Source: an optimization exercise on an open RTL-to-GDS flow (aim: small area). Production flows keep margins and buffers that such runs may drop.
The RTL was checked by simulation tests, not by an equivalence proof against the original design.
The flow treats the clock pin as an ideal source. Dropping or thinning the clock tree relies on that and would not hold on a real chip.
No activity file was given, so power comes from the tool's default toggle rates.

Setup of run 2:
// dart
module dart(
            game_set_o,
            player_1_done_o,
            player_2_done_o,
            player_1_win_o,
            player_2_win_o,
            player_1_pt_o,
            player_2_pt_o,
            dart_come_i,
            dart_position_x_i,
            dart_position_y_i,
            clk,
            reset
            );
localparam [1:0] PH_IDLE  = 2'd2, PH_TOUCH = 2'd3, PH_COUNT = 2'd0, PH_DONE  = 2'd1;
localparam [3:0] START      = 4'b0011;
localparam [3:0] INITIALIZE = 4'b0111;
localparam [3:0] RESULT     = 4'b1011;
localparam [3:0] FINISH     = 4'b1111;
output              game_set_o;
output              player_1_done_o;
output              player_2_done_o;
output              player_1_win_o;
output              player_2_win_o;
output [8:0]        player_1_pt_o;
output [8:0]        player_2_pt_o;
input               dart_come_i;
input  [7:0]        dart_position_x_i;
input  [7:0]        dart_position_y_i;
input               clk;
input               reset;
reg  [3:0]          state;
reg  [3:0]          next_state;
reg  [8:0]          player_1_point;
reg  [8:0]          player_2_point;
reg  [5:0]          dart_point;
reg                 who_turn;
genvar gi;
function ge5;
    input [4:0] a;
    input [4:0] b;
    integer i;
    reg g;
    begin
        g = 1'b1;
        for (i = 0; i < 5; i = i + 1) g = (a[i] & ~b[i]) | (~(a[i] ^ b[i]) & g);
        ge5 = g;
    end
endfunction
wire [7:0] px = dart_position_x_i;
wire [7:0] py = dart_position_y_i;
wire on_board = (px[7:5] == 3'd0) && (py[7:5] == 3'd0) && (px[4:0] != 5'd31) && (py[4:0] != 5'd31);
wire [3:0] px_inc = {px[3] ^ (px[2] & px[1] & px[0]), px[2] ^ (px[1] & px[0]), px[1] ^ px[0], ~px[0]};
wire [3:0] py_inc = {py[3] ^ (py[2] & py[1] & py[0]), py[2] ^ (py[1] & py[0]), py[1] ^ py[0], ~py[0]};
wire [3:0] ax = px[4] ? px_inc : ~px[3:0];
wire [3:0] ay = py[4] ? py_inc : ~py[3:0];
wire       right = px[4];      
wire       upper = ~py[4];     
wire lt = ~ge5({1'b0, ax}, {1'b0, ay});       
wire eq = (ax == ay);
wire [3:0] lo = lt ? ax : ay;
wire [3:0] hi = lt ? ay : ax;
wire [1:0] ring_m;
wire rg_n11;
wire rg_n12;
wire rg_n13;
wire rg_n14;
wire rg_n15;
wire rg_n16;
wire rg_n17;
wire rg_n18;
wire rg_n19;
wire rg_n20;
wire rg_n21;
wire rg_n22;
wire rg_n23;
wire rg_n24;
wire rg_n25;
wire rg_n26;
wire rg_n27;
wire rg_n28;
wire rg_n29;
wire rg_n30;
  ...
export LEC_CHECK = 0
export ABC_AREA = 1
export CAP_MARGIN = 20
export CORE_MARGIN = 2
export CORE_UTILIZATION = 40
export GPL_TIMING_DRIVEN = 0
export SLEW_MARGIN = 20
create_clock -name core_clock -period 10.0 [get_ports {clk}]
standard.sh (not shown) runs the stock make flow with config.mk's settings and CLKGATE_MAP_FILE= SYNTH_SCRIPT=/design/flow/synth_recipe.tcl, a recipe that flattens the netlist after the stock synthesis.
==> flow/flow/run.sh <==
#!/bin/bash
# Own layout flow: the standard flow (standard.sh, ORFS) with these changes:
#  - synthesis maps with an area-oriented ABC script (flow/abc_area.script) and
#    leaves adders to ABC instead of mapping them to full/half-adder cells first;
#  - port buffers use the smallest buffer cell (buf_1);
#  - the clock is distributed by one clock buffer (flow/clock_buffer.tcl) in place of
#    TritonCTS's tree; the rest of ORFS's CTS step runs unchanged.
# ORFS runs from a copy of its scripts folder that differs only in those two files.
# Each step's full output goes to a log file in this folder.
set -euo pipefail
W=$(pwd)
S="$W/scripts_own"
rm -rf "$S"
cp -r "$FLOW_HOME/scripts" "$S"
cp "$W/flow/abc_area.script" "$S/abc_area.script"
cp "$W/flow/clock_buffer.tcl" "$S/clock_buffer.tcl"
python3 - "$S/cts.tcl" <<'PY'
import sys
p = sys.argv[1]
s = open(p).read()
old = "log_cmd clock_tree_synthesis {*}$cts_args"
assert s.count(old) == 1
open(p, "w").write(s.replace(old, "source $::env(SCRIPTS_DIR)/clock_buffer.tcl"))
PY
bash "$W/standard.sh" "SCRIPTS_DIR=$S" ABC_AREA=1 ADDER_MAP_FILE= synth > "$W/synth.log" 2>&1
bash "$W/standard.sh" "SCRIPTS_DIR=$S" \
  "BUFFER_PORTS_ARGS=-buffer_cell sky130_fd_sc_hd__buf_1" \
  "CLOCK_BUFFER_CELL=sky130_fd_sc_hd__clkbuf_16" \
  finish > "$W/layout.log" 2>&1
test -f "$W/out/final.def"
Other scripts of this flow, unchanged in this note and not shown: flow/flow/abc_area.script, flow/flow/clock_buffer.tcl
Input changes introduced in run 1 (baseline for comparison: run 2):
--- a/flow/design.v
+++ b/flow/design.v
@@ -8,17 +8,17 @@
             player_1_pt_o,
             player_2_pt_o,
             dart_come_i,
             dart_position_x_i,
             dart_position_y_i,
             clk,
             reset
             );
-localparam [1:0] PH_IDLE  = 2'd2, PH_TOUCH = 2'd3, PH_COUNT = 2'd0, PH_DONE  = 2'd1;
+localparam [1:0] PH_IDLE  = 2'd0, PH_TOUCH = 2'd1, PH_COUNT = 2'd2, PH_DONE  = 2'd3;
 localparam [3:0] START      = 4'b0011;
 localparam [3:0] INITIALIZE = 4'b0111;
 localparam [3:0] RESULT     = 4'b1011;
 localparam [3:0] FINISH     = 4'b1111;
 output              game_set_o;
 output              player_1_done_o;
 output              player_2_done_o;
 output              player_1_win_o;
==> results.txt <==
From run 2 to run 1 the numbers moved as follows: critical path depth saw an increase, met1 track demand over resource in global routing now sits lower, clock-pin slew on the worst setup and hold paths stayed essentially flat, final worst-path setup slack lower, number of nets produced by synthesis higher.
Delta (run 1 minus run 2): routed wire length now smaller, share of power burned in the clock network comparable.
In every run of this note, the design's own scripts or RTL, not TritonCTS, make the clock network.

[re-timing with driven ports]
Ports are ideal in the flow. The routed layouts listed here were re-timed in OpenROAD.
Step 1 sets driving cells, clkbuf_16 on the clock port and buf_2 on the other inputs (assumed; they add their load-dependent delay and slew).
Step 2 times the ports against the registers' clock, not the clock port: input delays grow and output delays shrink by t, the midpoint of the rising clock arrivals with the driver on.
Three values: ideal, step 1, step 2; two values: the first two.
| run | shift t [ns] | setup WS [ns] | clock arrival spread, ns | slew at the worst register clock pin (ns) | cell pins on the clock port's net |
|---|---|---|---|---|---|
| run 2 | 0.198 | 2.415 / 2.418 / 2.221 | 0.002 / 0.003 | 0.11 / 0.11 | 1 |
| run 1 | 0.195 | 2.080 / 2.087 / 1.892 | 0.002 / 0.002 | 0.11 / 0.11 | 1 |
After both steps every run listed still meets setup and hold. The setup slack of run 2, which loses most, moves by +0.003 ns with the drivers and by -0.194 ns with both steps.
